Context: an optimization exercise on an open-source flow, tuned for small area and a short achievable clock period. The choices shown serve that exercise and are no tape-out recipe. RTL that was checked went through simulation tests only; none was proved equivalent to the original. Only the layout flow was run in run 2; the RTL was not checked for function there. Power figures rest on the tool's default switching activity, not on a simulated workload.

--- design.v ---
`timescale 1ns / 1ps
module half_adder_beh(
    input x, y,
    output reg s, c
    );
    always @(x, y)
    begin
        s = x ^ y;
        if (x & y)
        begin
            c = 1'b1;
        end 
        else
        begin
            c = 1'b0;
        end
    end
endmodule
`timescale 1ns / 1ps
module fa_structural(
    input x, y, cin,
    output s, cout
    );
    wire s1, a0, a1;
    xor X0 (s1, x, y);
    xor X1 (s , s1, cin);
    and A0 (a0, s1, cin);
    and A1 (a1, x, y);
    or O0 (cout, a0, a1);
endmodule
`timescale 1ns / 1ps
module array_multiplier_8bit(
    input [7:0] a, b,
    output [15:0] z
    );
    wire [55:0] s, c;
    half_adder_beh HA0 (.x(a[1] & b[0]), .y(a[0] & b[1]), .s(s[0]), .c(c[0]));
    half_adder_beh HA1 (.x(a[2] & b[0]), .y(a[1] & b[1]), .s(s[1]), .c(c[1]));
    half_adder_beh HA2 (.x(a[3] & b[0]), .y(a[2] & b[1]), .s(s[2]), .c(c[2]));
    half_adder_beh HA3 (.x(a[4] & b[0]), .y(a[3] & b[1]), .s(s[3]), .c(c[3]));
    half_adder_beh HA4 (.x(a[5] & b[0]), .y(a[4] & b[1]), .s(s[4]), .c(c[4]));
    half_adder_beh HA5 (.x(a[6] & b[0]), .y(a[5] & b[1]), .s(s[5]), .c(c[5]));
    half_adder_beh HA6 (.x(a[7] & b[0]), .y(a[6] & b[1]), .s(s[6]), .c(c[6]));
    half_adder_beh HA7 (.x(s[43]), .y(c[42]), .s(s[49]), .c(c[49]));
    fa_structural FA0 (.x(s[1]), .y(a[0] & b[2]), .cin(c[0]), .s(s[7]), .cout(c[7]));
    fa_structural FA1 (.x(s[2]), .y(a[1] & b[2]), .cin(c[1]), .s(s[8]), .cout(c[8]));
    fa_structural FA2 (.x(s[3]), .y(a[2] & b[2]), .cin(c[2]), .s(s[9]), .cout(c[9]));
    fa_structural FA3 (.x(s[4]), .y(a[3] & b[2]), .cin(c[3]), .s(s[10]), .cout(c[10]));
    fa_structural FA4 (.x(s[5]), .y(a[4] & b[2]), .cin(c[4]), .s(s[11]), .cout(c[11]));
    fa_structural FA5 (.x(s[6]), .y(a[5] & b[2]), .cin(c[5]), .s(s[12]), .cout(c[12]));
    fa_structural FA6 (.x(a[7] & b[1]), .y(a[6] & b[2]), .cin(c[6]), .s(s[13]), .cout(c[13]));
    fa_structural FA7 (.x(s[8]), .y(a[0] & b[3]), .cin(c[7]), .s(s[14]), .cout(c[14]));
    fa_structural FA8 (.x(s[9]), .y(a[1] & b[3]), .cin(c[8]), .s(s[15]), .cout(c[15]));
    fa_structural FA9 (.x(s[10]), .y(a[2] & b[3]), .cin(c[9]), .s(s[16]), .cout(c[16]));
    fa_structural FA10 (.x(s[11]), .y(a[3] & b[3]), .cin(c[10]), .s(s[17]), .cout(c[17]));
    fa_structural FA11 (.x(s[12]), .y(a[4] & b[3]), .cin(c[11]), .s(s[18]), .cout(c[18]));
    fa_structural FA12 (.x(s[13]), .y(a[5] & b[3]), .cin(c[12]), .s(s[19]), .cout(c[19]));
    fa_structural FA13 (.x(a[7] & b[2]), .y(a[6] & b[3]), .cin(c[13]), .s(s[20]), .cout(c[20]));
    fa_structural FA14 (.x(s[15]), .y(a[0] & b[4]), .cin(c[14]), .s(s[21]), .cout(c[21]));
    fa_structural FA15 (.x(s[16]), .y(a[1] & b[4]), .cin(c[15]), .s(s[22]), .cout(c[22]));
    fa_structural FA16 (.x(s[17]), .y(a[2] & b[4]), .cin(c[16]), .s(s[23]), .cout(c[23]));
    fa_structural FA17 (.x(s[18]), .y(a[3] & b[4]), .cin(c[17]), .s(s[24]), .cout(c[24]));
    fa_structural FA18 (.x(s[19]), .y(a[4] & b[4]), .cin(c[18]), .s(s[25]), .cout(c[25]));
    fa_structural FA19 (.x(s[20]), .y(a[5] & b[4]), .cin(c[19]), .s(s[26]), .cout(c[26]));
    fa_structural FA20 (.x(a[7] & b[3]), .y(a[6] & b[4]), .cin(c[20]), .s(s[27]), .cout(c[27]));
    fa_structural FA21 (.x(s[22]), .y(a[0] & b[5]), .cin(c[21]), .s(s[28]), .cout(c[28]));
    fa_structural FA22 (.x(s[23]), .y(a[1] & b[5]), .cin(c[22]), .s(s[29]), .cout(c[29]));
    fa_structural FA23 (.x(s[24]), .y(a[2] & b[5]), .cin(c[23]), .s(s[30]), .cout(c[30]));
    fa_structural FA24 (.x(s[25]), .y(a[3] & b[5]), .cin(c[24]), .s(s[31]), .cout(c[31]));
    fa_structural FA25 (.x(s[26]), .y(a[4] & b[5]), .cin(c[25]), .s(s[32]), .cout(c[32]));
    fa_structural FA26 (.x(s[27]), .y(a[5] & b[5]), .cin(c[26]), .s(s[33]), .cout(c[33]));
    fa_structural FA27 (.x(a[7] & b[4]), .y(a[6] & b[5]), .cin(c[27]), .s(s[34]), .cout(c[34]));
    fa_structural FA28 (.x(s[29]), .y(a[0] & b[6]), .cin(c[28]), .s(s[35]), .cout(c[35]));
    fa_structural FA29 (.x(s[30]), .y(a[1] & b[6]), .cin(c[29]), .s(s[36]), .cout(c[36]));
    fa_structural FA30 (.x(s[31]), .y(a[2] & b[6]), .cin(c[30]), .s(s[37]), .cout(c[37]));
    fa_structural FA31 (.x(s[32]), .y(a[3] & b[6]), .cin(c[31]), .s(s[38]), .cout(c[38]));
    fa_structural FA32 (.x(s[33]), .y(a[4] & b[6]), .cin(c[32]), .s(s[39]), .cout(c[39]));
    fa_structural FA33 (.x(s[34]), .y(a[5] & b[6]), .cin(c[33]), .s(s[40]), .cout(c[40]));
    fa_structural FA34 (.x(a[7] & b[5]), .y(a[6] & b[6]), .cin(c[34]), .s(s[41]), .cout(c[41]));
    fa_structural FA35 (.x(s[36]), .y(a[0] & b[7]), .cin(c[35]), .s(s[42]), .cout(c[42]));
    fa_structural FA36 (.x(s[37]), .y(a[1] & b[7]), .cin(c[36]), .s(s[43]), .cout(c[43]));
    fa_structural FA37 (.x(s[38]), .y(a[2] & b[7]), .cin(c[37]), .s(s[44]), .cout(c[44]));
    fa_structural FA38 (.x(s[39]), .y(a[3] & b[7]), .cin(c[38]), .s(s[45]), .cout(c[45]));
    fa_structural FA39 (.x(s[40]), .y(a[4] & b[7]), .cin(c[39]), .s(s[46]), .cout(c[46]));
    fa_structural FA40 (.x(s[41]), .y(a[5] & b[7]), .cin(c[40]), .s(s[47]), .cout(c[47]));
    fa_structural FA41 (.x(a[7] & b[6]), .y(a[6] & b[7]), .cin(c[41]), .s(s[48]), .cout(c[48]));
    fa_structural FA42 (.x(s[44]), .y(c[49]), .cin(c[43]), .s(s[50]), .cout(c[50]));
    fa_structural FA43 (.x(s[45]), .y(c[50]), .cin(c[44]), .s(s[51]), .cout(c[51]));
    fa_structural FA44 (.x(s[46]), .y(c[51]), .cin(c[45]), .s(s[52]), .cout(c[52]));
    fa_structural FA45 (.x(s[47]), .y(c[52]), .cin(c[46]), .s(s[53]), .cout(c[53]));
    fa_structural FA46 (.x(s[48]), .y(c[53]), .cin(c[47]), .s(s[54]), .cout(c[54]));
    fa_structural FA47 (.x(a[7] & b[7]), .y(c[54]), .cin(c[48]), .s(s[55]), .cout(c[55]));
    assign z[0] = a[0] & b[0];
    assign z[1] = s[0];
    assign z[2] = s[7];
    assign z[3] = s[14];
    assign z[4] = s[21];
    assign z[5] = s[28];
    assign z[6] = s[35];
    assign z[7] = s[42];
    assign z[8] = s[49];
    assign z[9] = s[50];
    assign z[10] = s[51];
    assign z[11] = s[52];
    assign z[12] = s[53];
    assign z[13] = s[54];
    assign z[14] = s[55];
    assign z[15] = c[55];
endmodule
`timescale 1ns / 1ps
module mult8_reg(
    input clk,
    input [7:0] a, b,
    output reg [15:0] z
    );
    reg [7:0] a_q;
    reg [9:1] a3_q;
    reg [3:0] s1_q, s2_q, s3_q;
    wire [9:0] a3 = {2'b00, a} + {1'b0, a, 1'b0};
    integer k;
    always @(posedge clk) begin
        a_q <= a;
        a3_q <= a3[9:1];
        for (k = 0; k < 4; k = k + 1) begin
            s1_q[k] <= b[2*k] & ~b[2*k+1];
            s2_q[k] <= ~b[2*k] & b[2*k+1];
            s3_q[k] <= b[2*k] & b[2*k+1];
        end
    end
    wire r0_0, r0_1, r0_2, r0_3, r0_4, r0_5, r0_6, r0_7, r0_8, r0_9, r1_0, r1_1, r1_2, r1_3, r1_4, r1_5, r1_6, r1_7, r1_8, r1_9, r2_0, r2_1, r2_2, r2_3, r2_4, r2_5, r2_6, r2_7, r2_8, r2_9, r3_0, r3_1, r3_2, r3_3, r3_4, r3_5, r3_6, r3_7, r3_8, r3_9, hs0, hc0, fs0, fc0, fs1, fc1, hs1, hc1, fs2, fc2, fs3, fc3, fs4, fc4, fs5, fc5, fs6, fc6, fs7, fc7, fs8, fc8, hs2, hc2, fs9, fc9, hs3, hc3, fs10, fc10, hs4, hc4;
    assign r0_0 = (s1_q[0] & a_q[0]) | (s3_q[0] & a_q[0]);
    assign r0_1 = (s1_q[0] & a_q[1]) | (s2_q[0] & a_q[0]) | (s3_q[0] & a3_q[1]);
    assign r0_2 = (s1_q[0] & a_q[2]) | (s2_q[0] & a_q[1]) | (s3_q[0] & a3_q[2]);
    assign r0_3 = (s1_q[0] & a_q[3]) | (s2_q[0] & a_q[2]) | (s3_q[0] & a3_q[3]);
    assign r0_4 = (s1_q[0] & a_q[4]) | (s2_q[0] & a_q[3]) | (s3_q[0] & a3_q[4]);
    assign r0_5 = (s1_q[0] & a_q[5]) | (s2_q[0] & a_q[4]) | (s3_q[0] & a3_q[5]);
    assign r0_6 = (s1_q[0] & a_q[6]) | (s2_q[0] & a_q[5]) | (s3_q[0] & a3_q[6]);
    assign r0_7 = (s1_q[0] & a_q[7]) | (s2_q[0] & a_q[6]) | (s3_q[0] & a3_q[7]);
    assign r0_8 = (s2_q[0] & a_q[7]) | (s3_q[0] & a3_q[8]);
    assign r0_9 = (s3_q[0] & a3_q[9]);
    assign r1_0 = (s1_q[1] & a_q[0]) | (s3_q[1] & a_q[0]);
    assign r1_1 = (s1_q[1] & a_q[1]) | (s2_q[1] & a_q[0]) | (s3_q[1] & a3_q[1]);
    assign r1_2 = (s1_q[1] & a_q[2]) | (s2_q[1] & a_q[1]) | (s3_q[1] & a3_q[2]);
    assign r1_3 = (s1_q[1] & a_q[3]) | (s2_q[1] & a_q[2]) | (s3_q[1] & a3_q[3]);
    assign r1_4 = (s1_q[1] & a_q[4]) | (s2_q[1] & a_q[3]) | (s3_q[1] & a3_q[4]);
    assign r1_5 = (s1_q[1] & a_q[5]) | (s2_q[1] & a_q[4]) | (s3_q[1] & a3_q[5]);
    assign r1_6 = (s1_q[1] & a_q[6]) | (s2_q[1] & a_q[5]) | (s3_q[1] & a3_q[6]);
    assign r1_7 = (s1_q[1] & a_q[7]) | (s2_q[1] & a_q[6]) | (s3_q[1] & a3_q[7]);
    assign r1_8 = (s2_q[1] & a_q[7]) | (s3_q[1] & a3_q[8]);
    assign r1_9 = (s3_q[1] & a3_q[9]);
    assign r2_0 = (s1_q[2] & a_q[0]) | (s3_q[2] & a_q[0]);
    assign r2_1 = (s1_q[2] & a_q[1]) | (s2_q[2] & a_q[0]) | (s3_q[2] & a3_q[1]);
    assign r2_2 = (s1_q[2] & a_q[2]) | (s2_q[2] & a_q[1]) | (s3_q[2] & a3_q[2]);
    assign r2_3 = (s1_q[2] & a_q[3]) | (s2_q[2] & a_q[2]) | (s3_q[2] & a3_q[3]);
    assign r2_4 = (s1_q[2] & a_q[4]) | (s2_q[2] & a_q[3]) | (s3_q[2] & a3_q[4]);
    assign r2_5 = (s1_q[2] & a_q[5]) | (s2_q[2] & a_q[4]) | (s3_q[2] & a3_q[5]);
    assign r2_6 = (s1_q[2] & a_q[6]) | (s2_q[2] & a_q[5]) | (s3_q[2] & a3_q[6]);
    assign r2_7 = (s1_q[2] & a_q[7]) | (s2_q[2] & a_q[6]) | (s3_q[2] & a3_q[7]);
    assign r2_8 = (s2_q[2] & a_q[7]) | (s3_q[2] & a3_q[8]);
    assign r2_9 = (s3_q[2] & a3_q[9]);
    assign r3_0 = (s1_q[3] & a_q[0]) | (s3_q[3] & a_q[0]);
    assign r3_1 = (s1_q[3] & a_q[1]) | (s2_q[3] & a_q[0]) | (s3_q[3] & a3_q[1]);
    assign r3_2 = (s1_q[3] & a_q[2]) | (s2_q[3] & a_q[1]) | (s3_q[3] & a3_q[2]);
    assign r3_3 = (s1_q[3] & a_q[3]) | (s2_q[3] & a_q[2]) | (s3_q[3] & a3_q[3]);
    assign r3_4 = (s1_q[3] & a_q[4]) | (s2_q[3] & a_q[3]) | (s3_q[3] & a3_q[4]);
    assign r3_5 = (s1_q[3] & a_q[5]) | (s2_q[3] & a_q[4]) | (s3_q[3] & a3_q[5]);
    assign r3_6 = (s1_q[3] & a_q[6]) | (s2_q[3] & a_q[5]) | (s3_q[3] & a3_q[6]);
    assign r3_7 = (s1_q[3] & a_q[7]) | (s2_q[3] & a_q[6]) | (s3_q[3] & a3_q[7]);
    assign r3_8 = (s2_q[3] & a_q[7]) | (s3_q[3] & a3_q[8]);
    assign r3_9 = (s3_q[3] & a3_q[9]);
    assign hs0 = r0_4 ^ r1_2;
    assign hc0 = r0_4 & r1_2;
    assign fs0 = r0_5 ^ r1_3 ^ r2_1;
    assign fc0 = (r0_5 & r1_3) | (r2_1 & (r0_5 ^ r1_3));
    assign fs1 = r0_6 ^ r1_4 ^ r2_2;
    assign fc1 = (r0_6 & r1_4) | (r2_2 & (r0_6 ^ r1_4));
    assign hs1 = r3_0 ^ fc0;
    assign hc1 = r3_0 & fc0;
    assign fs2 = r0_7 ^ r1_5 ^ r2_3;
    assign fc2 = (r0_7 & r1_5) | (r2_3 & (r0_7 ^ r1_5));
    assign fs3 = r3_1 ^ fc1 ^ fs2;
    assign fc3 = (r3_1 & fc1) | (fs2 & (r3_1 ^ fc1));
    assign fs4 = r0_8 ^ r1_6 ^ r2_4;
    assign fc4 = (r0_8 & r1_6) | (r2_4 & (r0_8 ^ r1_6));
    assign fs5 = r3_2 ^ fc2 ^ fs4;
    assign fc5 = (r3_2 & fc2) | (fs4 & (r3_2 ^ fc2));
    assign fs6 = r0_9 ^ r1_7 ^ r2_5;
    assign fc6 = (r0_9 & r1_7) | (r2_5 & (r0_9 ^ r1_7));
    assign fs7 = r3_3 ^ fc4 ^ fs6;
    assign fc7 = (r3_3 & fc4) | (fs6 & (r3_3 ^ fc4));
    assign fs8 = r1_8 ^ r2_6 ^ r3_4;
    assign fc8 = (r1_8 & r2_6) | (r3_4 & (r1_8 ^ r2_6));
    assign hs2 = fc6 ^ fs8;
    assign hc2 = fc6 & fs8;
    assign fs9 = r1_9 ^ r2_7 ^ r3_5;
    assign fc9 = (r1_9 & r2_7) | (r3_5 & (r1_9 ^ r2_7));
    assign hs3 = fc8 ^ fs9;
    assign hc3 = fc8 & fs9;
    assign fs10 = r2_8 ^ r3_6 ^ fc9;
    assign fc10 = (r2_8 & r3_6) | (fc9 & (r2_8 ^ r3_6));
    assign hs4 = r2_9 ^ r3_7;
    assign hc4 = r2_9 & r3_7;
    wire [15:0] row0 = {r3_9, r3_8, hs4, hc3, hc2, hs2, fc5, fc3, hc1, fs1, hc0, r2_0, r0_3, r0_2, r0_1, r0_0};
    wire [15:0] row1 = {1'b0, hc4, fc10, fs10, hs3, fc7, fs7, fs5, fs3, hs1, fs0, hs0, r1_1, r1_0, 1'b0, 1'b0};
    always @(posedge clk)
        z <= row0 + row1;
endmodule
--- flow/run.sh ---
#!/bin/bash
# Own layout flow: the standard ORFS flow (standard.sh) with one change in
# synthesis: Yosys's extract_fa step is skipped and ABC maps the logic with a
# delay-targeted script (flow/abc.script) instead of ORFS's abc_speed script.
# Everything else (register names, flatten, rename, floorplan ... finish) is the
# standard flow, except that the port buffers are $PORT_BUF cells and heavily
# loaded registers are upsized after global placement (flow/post_gp.tcl). Each tool writes its full log under orfs/logs/ as in ORFS;
# this script's own output goes to flow_run.log.
set -euo pipefail
W=$PWD
exec > >(tee -a "$W/flow_run.log") 2>&1

python3 - "$W" <<'PY'
import sys, pathlib
w = pathlib.Path(sys.argv[1])
import os
src = pathlib.Path(os.environ["FLOW_HOME"]) / "scripts" / "synth.tcl"
s = src.read_text()
pre = "source $::env(SCRIPTS_DIR)/synth_preamble.tcl\n"
fa = "  extract_fa {*}[dont_use_extract_fa_args]\n"
assert s.count(pre) == 1 and s.count(fa) == 1, "synth.tcl changed"
s = s.replace(pre, pre + (
    "set abc_args [list -script %s {*}$lib_args {*}$lib_dont_use_args"
    " -constr $::env(OBJECTS_DIR)/abc.constr]\n" % (w / "flow" / "abc.script")))
s = s.replace(fa, "")
(w / "flow_synth_core.tcl").write_text(s)
b = (w / "synth_recipe.tcl").read_text()
line = "source $::env(SCRIPTS_DIR)/synth.tcl"
assert b.count(line) == 1, "synth_recipe.tcl changed"
(w / "flow_synth.tcl").write_text(b.replace(line, "source %s" % (w / "flow_synth_core.tcl")))
t = (w / "standard.sh").read_text()
old = "SYNTH_SCRIPT=%s" % (w / "synth_recipe.tcl")
assert t.count(old) == 1, "standard.sh changed"
(w / "flow_standard.sh").write_text(t.replace(old, "SYNTH_SCRIPT=%s" % (w / "flow_synth.tcl")))
PY

source "$W/flow/knobs.sh"
bash "$W/flow_standard.sh" BUFFER_PORTS_ARGS="-buffer_cell $PORT_BUF" POST_GLOBAL_PLACE_TCL="$W/flow/post_gp.tcl" finish > "$W/flow_make.log" 2>&1 || { tail -40 "$W/flow_make.log"; exit 1; }
tail -5 "$W/flow_make.log"
test -s "$W/out/final.def"
--- flow/abc.script ---
strash
dch -f
map -D 2000
topo
buffer -p
upsize 2000
dnsize 2000
stime -p
--- flow/knobs.sh ---
PORT_BUF=sky130_fd_sc_hd__buf_4
export FLOW_FF_BIG=sky130_fd_sc_hd__dfxtp_2 FLOW_FF_FANOUT=4
export FLOW_SMALL_PORTS="^z" FLOW_SMALL_BUF=sky130_fd_sc_hd__buf_1
--- flow/post_gp.tcl ---
# Upsize registers whose output drives many loads (drive strength only; the
# register cell type stays dfxtp).
set db [ord::get_db]
set big [$db findMaster $::env(FLOW_FF_BIG)]
set n 0
foreach inst [[ord::get_db_block] getInsts] {
  if {[[$inst getMaster] getName] ne "sky130_fd_sc_hd__dfxtp_1"} { continue }
  set q [$inst findITerm Q]
  set net [$q getNet]
  if {$net eq "NULL"} { continue }
  if {[llength [$net getITerms]] > $::env(FLOW_FF_FANOUT)} {
    $inst swapMaster $big
    incr n
  }
}
puts "post_gp: upsized $n registers to $::env(FLOW_FF_BIG)"

# Port buffers on ports whose name matches FLOW_SMALL_PORTS get FLOW_SMALL_BUF.
if {[info exists ::env(FLOW_SMALL_PORTS)] && $::env(FLOW_SMALL_PORTS) ne ""} {
  set small [[ord::get_db] findMaster $::env(FLOW_SMALL_BUF)]
  set n 0
  foreach bterm [[ord::get_db_block] getBTerms] {
    if {![regexp $::env(FLOW_SMALL_PORTS) [$bterm getName]]} { continue }
    set net [$bterm getNet]
    if {$net eq "NULL"} { continue }
    foreach it [$net getITerms] {
      set inst [$it getInst]
      if {[string match "sky130_fd_sc_hd__buf_*" [[$inst getMaster] getName]]} {
        $inst swapMaster $small
        incr n
      }
    }
  }
  puts "post_gp: $n port buffers set to $::env(FLOW_SMALL_BUF)"
}

# Optional: upsize gates on the worst paths only (no buffers), towards a
# tighter internal target than the design's clock.
if {[info exists ::env(FLOW_RT_MARGIN)] && $::env(FLOW_RT_MARGIN) > 0} {
  estimate_parasitics -placement
  repair_timing -setup -setup_margin $::env(FLOW_RT_MARGIN) -repair_tns $::env(FLOW_RT_TNS) \
    -sequence $::env(FLOW_RT_SEQ) -skip_last_gasp
  report_worst_slack
}
--- standard.sh ---
#!/bin/bash
# synth_recipe.tcl (not shown) runs the flow's synth.tcl, then flattens the netlist and writes it again
# the make line also repeats each setting of config.mk as NAME=value (left out here)
make -C /OpenROAD-flow-scripts/flow DESIGN_CONFIG=/design/flow/config.mk WORK_HOME=/design/flow/orfs CLKGATE_MAP_FILE= SYNTH_SCRIPT=/design/flow/synth_recipe.tcl "${@:-finish}"
--- config.mk ---
export PLATFORM = sky130hd
export DESIGN_NAME = mult8_reg
export DESIGN_NICKNAME = mult8_reg
export VERILOG_FILES = /design/flow/design.v
export SDC_FILE = /design/flow/constraint.sdc
export NUM_CORES = 4
export LEC_CHECK = 0
export CAP_MARGIN = 20
export CORE_MARGIN = 2
export CORE_UTILIZATION = 40
export SLEW_MARGIN = 20
--- constraint.sdc ---
create_clock -name core_clock -period 7.0 [get_ports {clk}]
set_input_delay 1.4000 -clock core_clock [delete_from_list [all_inputs] [get_ports {clk}]]
set_output_delay 1.4000 -clock core_clock [all_outputs]
set_load 0.01 [all_outputs]
==> run summary, run 1 <==
The run finished with no timing, DRC or antenna violations. For this run, the leading register cell type out of synthesis is sky130_fd_sc_hd__dfxtp_1. For this block, the initial DRC count from the detailed router was 147.

The synthesized netlist occupies a cell area of 0.00270 mm^2. The count of final hold-check violations came out at 0. The starting utilization of the core area is approximately two fifths.

The data required time at the worst endpoint is 7230 ps. The count of cells resized by post-cts repair is 0. The number of different library cells used by synthesis comes to 43. The maximum clock frequency is about 0.39 GHz. The pin count of the biggest net entering global routing is 17. The count of final setup violators came out at 0. The min-delay analysis places its worst path in the category flip-flop to flip-flop.

In the finished design, the share of the clock period the worst path needs comes to 36.5%. Prior to clock tree synthesis, the placed netlist has a worst setup slack of about 4200 ps. 0 antenna diodes ended up in the layout. The largest driver fanout on the critical path is 6. The slew at the pin closest to its max-slew limit is 517 ps.

In the final routed layout, each cell accounts on average for 12.3 um. The routed via count divided by cell count came out at between 4 and 5. Registers are responsible for 38.5% of the overall power. The post-detailed-route DRC marker count is 0.

The total net switching power is 321 uW. Compared with the post-synthesis result, the final layout area differs by 15.0%. With fillers left out, the area of the finished cells amounts to 0.00311 mm^2.

The number of storage elements in the synthesis netlist came out at between 40 and 50. The chip width came out at ~86 um. The final wirelength is 5830 um.

Setup repair after global routing left no endpoint under its margin. The final worst slack is 4450 ps. The maximum vdd ir drop came out at 0.121 mV.

The reg2reg setup slack is 4450 ps. For this run, the number of Yosys warnings is 1. The H-tree depth came out at 2. Counting the buffers created by CTS gives 5. The share of synthesized registers carrying an async set or reset is 0%. The clock tree from TritonCTS is yes. The total number of clock tree sinks came out at 45. The remaining antenna violation count is 0. The boundary pin count came out at 33. The via count of the first global-routing pass came out at 2268.

The initial antenna violation count is 0. Summing all placed instances gives a cell area of 0.00299 mm^2. The tree is rooted in a sky130_fd_sc_hd__clkbuf_8. The worst register-to-register path has a depth of 16. The proportion of total power due to net switching came out at 36.7%. The post-synthesis instance total came out at 361. Yosys mapped a number of flops with a built-in enable equal to 0. The static leakage power is 0.00141 uW. Combinational logic is responsible for 38.0% of the overall power. The mean instance size in the synthesized netlist came out at 7.49 um^2. The destination of the worst register-to-register timing path is z[12]$_DFF_P_. The count of hold-fix buffers inserted at cts came out at 0. The post-route netlist has 21.8% of its cells at a drive strength greater than 1. The net count reported at finish came out at 415. The count of pins over their slew limit came out at 0. The net count after synthesis is 378. The library cells used most frequently in the layout, excluding fill and tap cells, are sky130_fd_sc_hd__nand2_1 (58), sky130_fd_sc_hd__nor2_1 (49), sky130_fd_sc_hd__inv_1 (41), sky130_fd_sc_hd__dfxtp_2 (27), sky130_fd_sc_hd__a22oi_1 (24). The launching point of the worst reg2reg path is s2_q[0]$_DFF_P_. The final route contains 2370 vias.

The worst setup path is captured at a flip-flop. The residual overflow from global routing came out at 0. The sequential fraction of the synthesis area is ~33%. The worst hold path terminates at z[1]$_DFF_P_.

The data arrival time of the critical path is 2780 ps. The final setup TNS came out at 0 ps. For the finished layout, the period the worst path requires is 2550 ps.

The core outline area is 0.00646 mm^2. The HPWL after detailed placement came out at 4710 um. The maximum clock path buffer count came out at 2.

STA classifies the critical path startpoint as a flip-flop. The worst hold path begins at a3_q[1]$_DFF_P_. The total track usage is 17.6%. For the worst-skew pair, the clock arrives at the later sink with an insertion delay of 320 ps.

Headroom to the max-slew limit came out at 65.1%. The number of max-cap violations came out at 0. The leading cell type in the layout, fill and taps excluded is sky130_fd_sc_hd__nand2_1.

The number of optimization iterations in the first detailed-route pass came out at 5. The internal portion of the total power is 554 uW. On the final layout, the worst clock skew is 21.5 ps. The start-to-end type of the worst setup path is flip-flop to flip-flop. The number of instances on the worst hold path is 2. Buffers added to address setup during post-CTS repair amount to 0. The clock transition at the register clock pins on the worst setup and hold paths after CTS is 110 ps. The clock network accounts for 23.5% of the total power. The wire length of the first global-routing pass came out at 10500 um. The floorplan die height is 86.2 um. The number of port buffers came out at 32. The number of cell rows is 29. The die covers 0.00743 mm^2. The power density relative to cell area is 282 mW/mm^2.
-- flip-flops by register name, indices dropped and copies added (netlist names) --
signal,cells
z,16
a3_q,9
a_q,8
s1_q,4
s2_q,4
s3_q,4
-- cell type report --
cell class	count	area, um^2
Inverter	49	184
Clock buffer	5	68.8
Fill cell	637	3350
Multi-Input combinational cell	265	1600
Tap cell	77	96.3
Clock inverter	3	47.5
Timing Repair Buffer	32	180
Sequential cell	45	935
-- routing by layer --
metal  track usage [%]  vias to the layer above  wire length (um)
li1                  -                     1258                 -
met1              23.5                     1030              2710
met2              27.9                       67              2680
met3              3.81                       15               297
met4              6.68                        0               150
met5                 0                        -                 0
-- cells by family (layout without fill, tap and decap cells) --
| family | count (synthesis) | after routing | synth area share [%] |
|---|---|---|---|
| xor+xnor | 43 | 43 | 14.8 |
| buf+inv | 51 | 89 | 7.64 |
| simple gates | 137 | 137 | 21.7 |
| compound gates | 81 | 81 | 21.0 |
| fa+ha+maj | 4 | 4 | 1.62 |
| flops | 45 | 45 | 33.3 |
-- synth_stat cells (2+ instances only) --
| library cell | n | area (um^2) |
|---|---|---|
| sky130_fd_sc_hd__inv_1 | 41 | 154 |
| sky130_fd_sc_hd__nand3_1 | 10 | 50.1 |
| sky130_fd_sc_hd__nor2_1 | 49 | 184 |
| sky130_fd_sc_hd__inv_2 | 8 | 30.0 |
| sky130_fd_sc_hd__or2_1 | 2 | 12.5 |
| sky130_fd_sc_hd__buf_6 | 2 | 22.5 |
| sky130_fd_sc_hd__xor2_1 | 23 | 201 |
| sky130_fd_sc_hd__o22ai_1 | 4 | 25.0 |
| sky130_fd_sc_hd__xnor2_1 | 17 | 149 |
| sky130_fd_sc_hd__o211ai_1 | 2 | 15.0 |
| sky130_fd_sc_hd__dfxtp_1 | 45 | 901 |
| sky130_fd_sc_hd__o21ai_0 | 11 | 55.1 |
| sky130_fd_sc_hd__xnor2_2 | 3 | 48.8 |
| sky130_fd_sc_hd__o21ai_1 | 7 | 35.0 |
| sky130_fd_sc_hd__a31oi_1 | 3 | 18.8 |
| sky130_fd_sc_hd__nand2_1 | 58 | 218 |
| sky130_fd_sc_hd__maj3_2 | 3 | 33.8 |
| sky130_fd_sc_hd__o21a_1 | 2 | 15.0 |
| sky130_fd_sc_hd__nor2_2 | 2 | 12.5 |
| sky130_fd_sc_hd__nand2_2 | 7 | 43.8 |
| sky130_fd_sc_hd__a22oi_1 | 24 | 180 |
| sky130_fd_sc_hd__a21o_1 | 3 | 22.5 |
| sky130_fd_sc_hd__o21ai_2 | 4 | 35.0 |
| sky130_fd_sc_hd__a21oi_1 | 11 | 55.1 |
| sky130_fd_sc_hd__a21boi_0 | 2 | 15.0 |
-- worst max-delay path: stages, from the launching register on --
cell	delay, ps
sky130_fd_sc_hd__dfxtp_2	370
sky130_fd_sc_hd__inv_1	90
sky130_fd_sc_hd__nor2_1	50
sky130_fd_sc_hd__a221oi_1	360
sky130_fd_sc_hd__nor2_1	140
sky130_fd_sc_hd__maj3_2	340
sky130_fd_sc_hd__a21o_1	190
sky130_fd_sc_hd__nand2_1	80
sky130_fd_sc_hd__nand2_2	60
sky130_fd_sc_hd__nand2_1	70
sky130_fd_sc_hd__nand2_2	80
sky130_fd_sc_hd__nand2_1	60
sky130_fd_sc_hd__nand2_1	70
sky130_fd_sc_hd__nand3_1	100
sky130_fd_sc_hd__nand2_2	70
sky130_fd_sc_hd__a31oi_1	180
sky130_fd_sc_hd__xor2_1	160
-- how the worst max path moves through the flow --
| stage | to | start |
|---|---|---|
| finish | z[12]$_DFF_P_ | s2_q[0]$_DFF_P_ |
| global route | z[14]$_DFF_P_ | s3_q[0]$_DFF_P_ |
| CTS | z[14]$_DFF_P_ | s3_q[0]$_DFF_P_ |
| detailed placement | a3_q[9]$_DFF_P_ | a[3] |
| global placement | a3_q[9]$_DFF_P_ | a[3] |
| floorplan | a3_q[9]$_DFF_P_ | a[3] |
-- stage by stage --
| stage | hold slack, ps | instances | util [%] | total power, uW |
|---|---|---|---|---|
| 6_report | 534 | 476 | 48.1 | 875 |
| 5_1_grt | 578 | 476 | 48.1 | 945 |
| 4_1_cts | 531 | 476 | 48.1 | 886 |
| 3_5_place_dp | 522 | 468 | 46.3 | 678 |
| 3_3_place_gp | 591 | 468 | 46.7 | 696 |
| 2_1_floorplan | 493 | 361 | - | 601 |
-- power groups by stage --
stage / Clock, uW / Combinational (uW) / Sequential [uW]
2_1_floorplan: 0 / 250 / 351
3_3_place_gp: 0 / 356 / 341
3_5_place_dp: 0 / 336 / 343
4_1_cts: 213 / 336 / 336
5_1_grt: 223 / 381 / 342
6_report: 206 / 332 / 337
==> run 2: changes to the inputs <==
--- a/design.v
+++ b/design.v
@@ -115,17 +115,20 @@
     );
     reg [7:0] a_q;
     reg [9:1] a3_q;
-    reg [3:0] s1_q, s2_q, s3_q;
+    reg [7:0] b_q;
+    wire [3:0] s1_q, s2_q, s3_q;
+    genvar gk;
+    generate for (gk = 0; gk < 4; gk = gk + 1) begin : dec
+        assign s1_q[gk] = b_q[2*gk] & ~b_q[2*gk+1];
+        assign s2_q[gk] = ~b_q[2*gk] & b_q[2*gk+1];
+        assign s3_q[gk] = b_q[2*gk] & b_q[2*gk+1];
+    end endgenerate
     wire [9:0] a3 = {2'b00, a} + {1'b0, a, 1'b0};
     integer k;
     always @(posedge clk) begin
         a_q <= a;
         a3_q <= a3[9:1];
-        for (k = 0; k < 4; k = k + 1) begin
-            s1_q[k] <= b[2*k] & ~b[2*k+1];
-            s2_q[k] <= ~b[2*k] & b[2*k+1];
-            s3_q[k] <= b[2*k] & b[2*k+1];
-        end
+        b_q <= b;
     end
     wire r0_0, r0_1, r0_2, r0_3, r0_4, r0_5, r0_6, r0_7, r0_8, r0_9, r1_0, r1_1, r1_2, r1_3, r1_4, r1_5, r1_6, r1_7, r1_8, r1_9, r2_0, r2_1, r2_2, r2_3, r2_4, r2_5, r2_6, r2_7, r2_8, r2_9, r3_0, r3_1, r3_2, r3_3, r3_4, r3_5, r3_6, r3_7, r3_8, r3_9, hs0, hc0, fs0, fc0, fs1, fc1, hs1, hc1, fs2, fc2, fs3, fc3, fs4, fc4, fs5, fc5, fs6, fc6, fs7, fc7, fs8, fc8, hs2, hc2, fs9, fc9, hs3, hc3, fs10, fc10, hs4, hc4;
     assign r0_0 = (s1_q[0] & a_q[0]) | (s3_q[0] & a_q[0]);
@@ -200,8 +203,242 @@
     assign fc10 = (r2_8 & r3_6) | (fc9 & (r2_8 ^ r3_6));
     assign hs4 = r2_9 ^ r3_7;
     assign hc4 = r2_9 & r3_7;
-    wire [15:0] row0 = {r3_9, r3_8, hs4, hc3, hc2, hs2, fc5, fc3, hc1, fs1, hc0, r2_0, r0_3, r0_2, r0_1, r0_0};
-    wire [15:0] row1 = {1'b0, hc4, fc10, fs10, hs3, fc7, fs7, fs5, fs3, hs1, fs0, hs0, r1_1, r1_0, 1'b0, 1'b0};
+    wire f_g2;
+    wire f_p2;
+    wire f_g3;
+    wire f_p3;
+    wire f_g4;
+    wire f_p4;
+    wire f_g5;
+    wire f_p5;
+    wire f_g6;
+    wire f_p6;
+    wire f_g7;
+    wire f_p7;
+    wire f_g8;
+    wire f_p8;
+    wire f_g9;
+    wire f_p9;
+    wire f_g10;
+    wire f_p10;
+    wire f_g11;
+    wire f_p11;
+    wire f_g12;
+    wire f_p12;
+    wire f_g13;
+    wire f_p13;
+    wire f_g14;
+    wire f_p14;
+    wire f_G1_1;
+    wire f_P1_1;
+    wire f_G1_3;
+    wire f_P1_3;
+    wire f_G1_5;
+    wire f_P1_5;
+    wire f_G1_7;
+    wire f_P1_7;
+    wire f_G1_9;
+    wire f_P1_9;
+    wire f_G1_11;
+    wire f_P1_11;
+    wire f_G1_13;
+    wire f_P1_13;
+    wire f_G1_15;
+    wire f_P1_15;
+    wire f_G2_2;
+    wire f_P2_2;
+    wire f_G2_3;
+    wire f_P2_3;
+    wire f_G2_6;
+    wire f_P2_6;
+    wire f_G2_7;
+    wire f_P2_7;
+    wire f_G2_10;
+    wire f_P2_10;
+    wire f_G2_11;
+    wire f_P2_11;
+    wire f_G2_14;
+    wire f_P2_14;
+    wire f_G2_15;
+    wire f_P2_15;
+    wire f_G4_4;
+    wire f_P4_4;
+    wire f_G4_5;
+    wire f_P4_5;
+    wire f_G4_6;
+    wire f_P4_6;
+    wire f_G4_7;
+    wire f_P4_7;
+    wire f_G4_12;
+    wire f_P4_12;
+    wire f_G4_13;
+    wire f_P4_13;
+    wire f_G4_14;
+    wire f_P4_14;
+    wire f_G4_15;
+    wire f_P4_15;
+    wire f_G8_8;
+    wire f_P8_8;
+    wire f_G8_9;
+    wire f_P8_9;
+    wire f_G8_10;
+    wire f_P8_10;
+    wire f_G8_11;
+    wire f_P8_11;
+    wire f_G8_12;
+    wire f_P8_12;
+    wire f_G8_13;
+    wire f_P8_13;
+    wire f_G8_14;
+    wire f_P8_14;
+    wire f_G8_15;
+    wire f_P8_15;
+    wire f_s1;
+    wire f_t2;
+    wire f_s2;
+    wire f_t3;
+    wire f_s3;
+    wire f_t4;
+    wire f_s4;
+    wire f_t5;
+    wire f_s5;
+    wire f_t6;
+    wire f_s6;
+    wire f_t7;
+    wire f_s7;
+    wire f_t8;
+    wire f_s8;
+    wire f_t9;
+    wire f_s9;
+    wire f_t10;
+    wire f_s10;
+    wire f_t11;
+    wire f_s11;
+    wire f_t12;
+    wire f_s12;
+    wire f_t13;
+    wire f_s13;
+    wire f_t14;
+    wire f_s14;
+    wire f_s15;
+    assign f_g2 = r0_2 & r1_0;
+    assign f_p2 = r0_2 | r1_0;
+    assign f_g3 = r0_3 & r1_1;
+    assign f_p3 = r0_3 | r1_1;
+    assign f_g4 = r2_0 & hs0;
+    assign f_p4 = r2_0 | hs0;
+    assign f_g5 = hc0 & fs0;
+    assign f_p5 = hc0 | fs0;
+    assign f_g6 = fs1 & hs1;
+    assign f_p6 = fs1 | hs1;
+    assign f_g7 = hc1 & fs3;
+    assign f_p7 = hc1 | fs3;
+    assign f_g8 = fc3 & fs5;
+    assign f_p8 = fc3 | fs5;
+    assign f_g9 = fc5 & fs7;
+    assign f_p9 = fc5 | fs7;
+    assign f_g10 = hs2 & fc7;
+    assign f_p10 = hs2 | fc7;
+    assign f_g11 = hc2 & hs3;
+    assign f_p11 = hc2 | hs3;
+    assign f_g12 = hc3 & fs10;
+    assign f_p12 = hc3 | fs10;
+    assign f_g13 = hs4 & fc10;
+    assign f_p13 = hs4 | fc10;
+    assign f_g14 = r3_8 & hc4;
+    assign f_p14 = r3_8 | hc4;
+    assign f_G1_1 = 1'b0 | (r0_1 & 1'b0);
+    assign f_P1_1 = r0_1 & r0_0;
+    assign f_G1_3 = f_g3 | (f_p3 & f_g2);
+    assign f_P1_3 = f_p3 & f_p2;
+    assign f_G1_5 = f_g5 | (f_p5 & f_g4);
+    assign f_P1_5 = f_p5 & f_p4;
+    assign f_G1_7 = f_g7 | (f_p7 & f_g6);
+    assign f_P1_7 = f_p7 & f_p6;
+    assign f_G1_9 = f_g9 | (f_p9 & f_g8);
+    assign f_P1_9 = f_p9 & f_p8;
+    assign f_G1_11 = f_g11 | (f_p11 & f_g10);
+    assign f_P1_11 = f_p11 & f_p10;
+    assign f_G1_13 = f_g13 | (f_p13 & f_g12);
+    assign f_P1_13 = f_p13 & f_p12;
+    assign f_G1_15 = 1'b0 | (r3_9 & f_g14);
+    assign f_P1_15 = r3_9 & f_p14;
+    assign f_G2_2 = f_g2 | (f_p2 & f_G1_1);
+    assign f_P2_2 = f_p2 & f_P1_1;
+    assign f_G2_3 = f_G1_3 | (f_P1_3 & f_G1_1);
+    assign f_P2_3 = f_P1_3 & f_P1_1;
+    assign f_G2_6 = f_g6 | (f_p6 & f_G1_5);
+    assign f_P2_6 = f_p6 & f_P1_5;
+    assign f_G2_7 = f_G1_7 | (f_P1_7 & f_G1_5);
+    assign f_P2_7 = f_P1_7 & f_P1_5;
+    assign f_G2_10 = f_g10 | (f_p10 & f_G1_9);
+    assign f_P2_10 = f_p10 & f_P1_9;
+    assign f_G2_11 = f_G1_11 | (f_P1_11 & f_G1_9);
+    assign f_P2_11 = f_P1_11 & f_P1_9;
+    assign f_G2_14 = f_g14 | (f_p14 & f_G1_13);
+    assign f_P2_14 = f_p14 & f_P1_13;
+    assign f_G2_15 = f_G1_15 | (f_P1_15 & f_G1_13);
+    assign f_P2_15 = f_P1_15 & f_P1_13;
+    assign f_G4_4 = f_g4 | (f_p4 & f_G2_3);
+    assign f_P4_4 = f_p4 & f_P2_3;
+    assign f_G4_5 = f_G1_5 | (f_P1_5 & f_G2_3);
+    assign f_P4_5 = f_P1_5 & f_P2_3;
+    assign f_G4_6 = f_G2_6 | (f_P2_6 & f_G2_3);
+    assign f_P4_6 = f_P2_6 & f_P2_3;
+    assign f_G4_7 = f_G2_7 | (f_P2_7 & f_G2_3);
+    assign f_P4_7 = f_P2_7 & f_P2_3;
+    assign f_G4_12 = f_g12 | (f_p12 & f_G2_11);
+    assign f_P4_12 = f_p12 & f_P2_11;
+    assign f_G4_13 = f_G1_13 | (f_P1_13 & f_G2_11);
+    assign f_P4_13 = f_P1_13 & f_P2_11;
+    assign f_G4_14 = f_G2_14 | (f_P2_14 & f_G2_11);
+    assign f_P4_14 = f_P2_14 & f_P2_11;
+    assign f_G4_15 = f_G2_15 | (f_P2_15 & f_G2_11);
+    assign f_P4_15 = f_P2_15 & f_P2_11;
+    assign f_G8_8 = f_g8 | (f_p8 & f_G4_7);
+    assign f_P8_8 = f_p8 & f_P4_7;
+    assign f_G8_9 = f_G1_9 | (f_P1_9 & f_G4_7);
+    assign f_P8_9 = f_P1_9 & f_P4_7;
+    assign f_G8_10 = f_G2_10 | (f_P2_10 & f_G4_7);
+    assign f_P8_10 = f_P2_10 & f_P4_7;
+    assign f_G8_11 = f_G2_11 | (f_P2_11 & f_G4_7);
+    assign f_P8_11 = f_P2_11 & f_P4_7;
+    assign f_G8_12 = f_G4_12 | (f_P4_12 & f_G4_7);
+    assign f_P8_12 = f_P4_12 & f_P4_7;
+    assign f_G8_13 = f_G4_13 | (f_P4_13 & f_G4_7);
+    assign f_P8_13 = f_P4_13 & f_P4_7;
+    assign f_G8_14 = f_G4_14 | (f_P4_14 & f_G4_7);
+    assign f_P8_14 = f_P4_14 & f_P4_7;
+    assign f_G8_15 = f_G4_15 | (f_P4_15 & f_G4_7);
+    assign f_P8_15 = f_P4_15 & f_P4_7;
+    assign f_s1 = r0_1 ^ 1'b0;
+    assign f_t2 = r1_0 ^ f_G1_1;
+    assign f_s2 = r0_2 ^ f_t2;
+    assign f_t3 = r1_1 ^ f_G2_2;
+    assign f_s3 = r0_3 ^ f_t3;
+    assign f_t4 = hs0 ^ f_G2_3;
+    assign f_s4 = r2_0 ^ f_t4;
+    assign f_t5 = fs0 ^ f_G4_4;
+    assign f_s5 = hc0 ^ f_t5;
+    assign f_t6 = hs1 ^ f_G4_5;
+    assign f_s6 = fs1 ^ f_t6;
+    assign f_t7 = fs3 ^ f_G4_6;
+    assign f_s7 = hc1 ^ f_t7;
+    assign f_t8 = fs5 ^ f_G4_7;
+    assign f_s8 = fc3 ^ f_t8;
+    assign f_t9 = fs7 ^ f_G8_8;
+    assign f_s9 = fc5 ^ f_t9;
+    assign f_t10 = fc7 ^ f_G8_9;
+    assign f_s10 = hs2 ^ f_t10;
+    assign f_t11 = hs3 ^ f_G8_10;
+    assign f_s11 = hc2 ^ f_t11;
+    assign f_t12 = fs10 ^ f_G8_11;
+    assign f_s12 = hc3 ^ f_t12;
+    assign f_t13 = fc10 ^ f_G8_12;
+    assign f_s13 = hs4 ^ f_t13;
+    assign f_t14 = hc4 ^ f_G8_13;
+    assign f_s14 = r3_8 ^ f_t14;
+    assign f_s15 = r3_9 ^ f_G8_14;
     always @(posedge clk)
-        z <= row0 + row1;
+        z <= {f_s15, f_s14, f_s13, f_s12, f_s11, f_s10, f_s9, f_s8, f_s7, f_s6, f_s5, f_s4, f_s3, f_s2, f_s1, r0_0};
 endmodule
==> flow/knobs.sh (replaced) <==
PORT_BUF=sky130_fd_sc_hd__buf_4
export FLOW_FF_BIG=sky130_fd_sc_hd__dfxtp_2 FLOW_FF_FANOUT=4
==> flow/post_gp.tcl (replaced) <==
# Upsize registers whose output drives many loads (drive strength only; the
# register cell type stays dfxtp).
set db [ord::get_db]
set big [$db findMaster $::env(FLOW_FF_BIG)]
set n 0
foreach inst [[ord::get_db_block] getInsts] {
  if {[[$inst getMaster] getName] ne "sky130_fd_sc_hd__dfxtp_1"} { continue }
  set q [$inst findITerm Q]
  set net [$q getNet]
  if {$net eq "NULL"} { continue }
  if {[llength [$net getITerms]] > $::env(FLOW_FF_FANOUT)} {
    $inst swapMaster $big
    incr n
  }
}
puts "post_gp: upsized $n registers to $::env(FLOW_FF_BIG)"
==> run summary, run 2 <==
The sequential fraction of the synthesis area came out at 32.2%. The final setup TNS is 0 ps. The largest registers in the layout are z (16), a3_q (9).

In the synthesized netlist the dominant register cell turns out to be sky130_fd_sc_hd__dfxtp_1. The wire length of the first global-routing pass came out at 9850 um. The combinational group share of total power came out at approximately 39%.

The largest driver fanout on the critical path came out at 7. The critical hold path startpoint is b_q[0]$_DFF_P_. Headroom to the max-slew limit came out at 58.4%.

The clock passes through at most 2 buffers. The compound-gate portion of the synthesized area came out at 19.6%. Pin placement for this block handled 33 I/O pins. The layout overhead on the synthesized area is 18.2%. The minimum clock period came out at 2740 ps.

The H-tree depth came out at 2. The die is 83.9 um tall. The xor-xnor portion of the synthesized cell area came out at 11.3%.

Global routing used 27.6% of the available met2 tracks. The HPWL after detailed placement is around 4500 um. The mean instance size in the synthesized netlist is 6.81 um^2. The layout has 657 filler cells. The post-synthesis instance total is 375. The most numerous cell type found on the critical path is sky130_fd_sc_hd__nand2_1. The launching point of the worst reg2reg path is b_q[3]$_DFF_P_. The total number of clock tree sinks is about 40. The slew at the pin closest to its max-slew limit came out at 618 ps. In this run, flip-flops and latches consume a little under two fifths of the power.

The global routing usage on met1 is 22.0%. In this run the worst hold path is classified as flip-flop to flip-flop. Ranked by instance count, the synthesized netlist is headed by sky130_fd_sc_hd__nand2_1 (85), sky130_fd_sc_hd__nor2_1 (63), sky130_fd_sc_hd__inv_1 (49).

The static leakage power came out at 0.00152 uW. The reg2reg setup slack is 4260 ps. The count of routing violations after the opening detailed-route iteration came out at 89. By area, the combinational part of the netlist is dominated by simple AND/OR/NAND/NOR gates.

After layout, the worst setup slack is 4260 ps. The run finished with no timing, DRC or antenna violations. The clock transition at the register clock pins on the worst setup and hold paths after CTS came out at approximately 80 ps. The die covers around 0.007 mm^2. Dividing the detail-routed wire length by the instance count gives 11.3 um. The post-route total power came out at 816 uW.

The clock buffer count from CTS is 5. The register with the most flip-flops in the layout has 16 of them. The remaining antenna violation count came out at 0. The total net switching power came out at about 280 uW.

The worst setup path is captured at a flip-flop. The standard cell with the maximum stage delay on the critical path is sky130_fd_sc_hd__nor4_1. Of the total power, the share spent switching nets is roughly a third.

The synthesized-area fraction occupied by and/or/nand/nor cells came out at 29.2%. The net count after synthesis came out at 392. Once layout is complete, the utilization of the core stands at 48.1%. Of the total synthesized cell area, the portion taken by full adders, half adders and majority gates is 0.392%.

The count of cells along the worst register-to-register path is 14. The data required time at the worst endpoint came out at ~7200 ps. The most frequent cell after synthesis is sky130_fd_sc_hd__nand2_1. The number of port buffers is 32. The clock tree from TritonCTS is yes.

The net count reported at finish came out at 431. Setup repair after global routing left no endpoint under its margin. The share of synthesized registers carrying an async set or reset is 0%. In this run the clock root is driven by a sky130_fd_sc_hd__clkbuf_8. The initial utilization of the core area, before any placement, comes to between 40% and 50%. The power density relative to cell area came out at 270 mW/mm^2.

Entering global routing, the biggest net connects 15 pins. The number of setup buffers added after CTS is 0. The number of storage elements in the synthesis netlist came out at between 40 and 50.

The via count of the first global-routing pass is 2236. The final wirelength is 5570 um. The met3 demand-to-capacity share in global routing is 3.36%. Timing analysis after detailed placement gives a worst setup slack of 4100 ps. For this run the aggregate overflow at the end of global routing stands at 0. The post-detailed-route DRC marker count came out at 0. The number of optimization iterations in the first detailed-route pass came out at 4. After clock tree synthesis, the flow added hold-fix buffers numbering 0. The chip width is 83.9 um.

The maximum vdd ir drop is 0.139 mV. The core outline area came out at around 0.0063 mm^2. The count of antenna diodes in the layout came out at 0. The worst setup path is launched from a flip-flop. The biggest cell delay along the critical path is roughly 550 ps. The most utilized layer in the global route result is met2.

The count of vias placed by the detailed router is 2436. In this run, the clock network consumes 23.5% of the power. Leaving out fill and tap cells, the most frequent cells in the layout are sky130_fd_sc_hd__nand2_1 (85), sky130_fd_sc_hd__nor2_1 (63), sky130_fd_sc_hd__inv_1 (49), sky130_fd_sc_hd__buf_4 (32), sky130_fd_sc_hd__dfxtp_1 (30).

Of the post-synthesis cell area, the dominant cell type holds about a third. The clock latency reported for the late side of the worst-skew pair is 300 ps. The initial antenna violation count came to 0.

The critical path is of the flip-flop to flip-flop type. The number of max-cap violations came out at 0. The mux share of post-synthesis cell area came out at 0%.

The ratio of final minimum period to clock period is 39.2%. The leading cell type in the layout, fill and taps excluded is sky130_fd_sc_hd__nand2_1. Derived from the worst setup path, the maximum achievable clock frequency is 0.365 GHz. The count of cells resized by post-cts repair is 0.

Cell internal power was estimated by the tool at about 530 uW. For this run, the total global-route usage over all layers was measured as 16.8%. Setup violations remaining at the end of the flow were counted as 0. The count of final hold-check violations came out at 0. The number of warnings issued by yosys is 1. In the routed layout, each cell is associated on average with a via count of 4.95. By area the synthesized netlist is led by sky130_fd_sc_hd__dfxtp_1 (32%), sky130_fd_sc_hd__nand2_1 (13%), sky130_fd_sc_hd__nor2_1 (9.3%). The count of pins over their slew limit is 0. The library cell with the largest summed area after synthesis is sky130_fd_sc_hd__dfxtp_1. The endpoint identified for the worst register-to-register timing path is z[15]$_DFF_P_. The number of synthesized flops with an enable pin is 0. The share of cells above drive strength 1 came out at 16.4%. The number of instances on the worst hold path is 2.

The signal on the critical path passes through nand2_1 > nor2_1 > a221oi_1 > nor2_1 > nor4_1 > a21boi_2 > nand2_1 > nand2_1 > nand2_1 > nand2_1 > nand2_2 > a21oi_2 > o31ai_2 > xor2_1. After synthesis the cells add up to 0.00255 mm^2. The data arrival time of the critical path is 2970 ps. The register name with the most flops is z.

The worst hold path terminates at z[0]$_DFF_P_. The number of cell rows is 29. After synthesis, the netlist uses 38 different library cells. Across the routed clock network, the largest skew measured is 8.51 ps.
## run 2: cell count changes in the layout (fill, tap and decap cells not counted), moves of 7 or more
| cell | delta |
|---|---|
| sky130_fd_sc_hd__nand2_1 | +27 |
| sky130_fd_sc_hd__buf_1 | -16 |
| sky130_fd_sc_hd__buf_4 | +16 |
| sky130_fd_sc_hd__dfxtp_2 | -16 |
| sky130_fd_sc_hd__nor2_1 | +14 |
| sky130_fd_sc_hd__dfxtp_1 | +12 |
| sky130_fd_sc_hd__a22oi_1 | -8 |
| sky130_fd_sc_hd__inv_1 | +8 |
| sky130_fd_sc_hd__inv_2 | -7 |
## run 2: worst max path at each step
stage	startpoint	to	slack (ps)	cells after the start
after floorplan	a[1]	a3_q[7]$_DFF_P_	4390	9
after global placement	a[1]	a3_q[7]$_DFF_P_	4160	10
after detailed placement	a[1]	a3_q[7]$_DFF_P_	4100	10
after CTS	b_q[3]$_DFF_P_	z[15]$_DFF_P_	4220	14
after global routing	b_q[0]$_DFF_P_	z[15]$_DFF_P_	3890	15
final	b_q[3]$_DFF_P_	z[15]$_DFF_P_	4260	14
## run 2: logic make-up after synthesis
group / count (synthesis)
XOR/XNOR: 33
flip-flops: 41
AO/OA/AOI/OAI: 72
AND/OR/NAND/NOR: 178
buffers and inverters: 50
adder cells (fa/ha/maj): 1
## run 2: power groups by stage
stage,clock (uW),sequential [uW],combinational (uW)
floorplan,0,321,214
global placement,0,306,319
detailed placement,0,308,324
CTS,201,303,324
global route,209,308,362
finish,192,302,322
## run 2: worst max-delay path: cells and delay by family, from the launching register on
kind	cells	cell delay, ps
AO/OA/AOI/OAI	4	710
XOR/XNOR	1	150
flip-flops	1	340
AND/OR/NAND/NOR	9	1470
## run 2: layout make-up
class | instances | area [um^2] | area share (%)
Inverter | 50 | 188 | 6.22
Clock inverter | 3 | 46.3 | 1.53
Clock buffer | 5 | 68.8 | 2.28
Tap cell | 77 | 96.3 | 3.19
Sequential cell | 41 | 835 | 27.7
Multi-Input combinational cell | 284 | 1540 | 51.2
Timing Repair Buffer | 32 | 240 | 7.96
## run 2: metal layers
metal,up-vias,part of all wire (%)
met3,7,5.5
met4,0,1.6
met1,1049,47
met5,-,0
li1,1302,-
met2,78,46
## run 2: per-stage QoR
stage	hold slack [ps]	std cells	area, um^2
floorplan	483	375	2550
global route	576	492	3020
CTS	523	492	3020
finish	514	492	3020
global placement	507	484	2890
detailed placement	509	484	2900

==> port drivers added, routing unchanged <==
How much do the figures lean on ideal ports? The routed layouts below were timed once more, with nothing changed but the port constraints.
Step 1, drivers: a clkbuf_16 drives clk and a buf_2 each remaining input, both assumed.
Step 2 moves the port delays by t, midway between the first and last clock arrival at a register: inputs arrive t later, outputs are due t later. That takes back most of the time a late clock gives input paths.
Three values: ideal ports, drivers, drivers and shift; two values: the first two.
| run | t, ns | setup slack, ns | clock arrival spread, ns | worst data-port slew with drivers (ns) |
|---|---|---|---|---|
| run 1 | 0.338 | 4.446 / 4.446 / 4.184 | 0.022 / 0.021 | 0.04 |
| run 2 | 0.323 | 4.258 / 4.258 / 4.105 | 0.009 / 0.009 | 0.03 |
After both steps setup and hold are still met in every run listed. The setup slack of run 1, which loses most, moves by 0.000 ns with the drivers and by -0.262 ns with both steps.
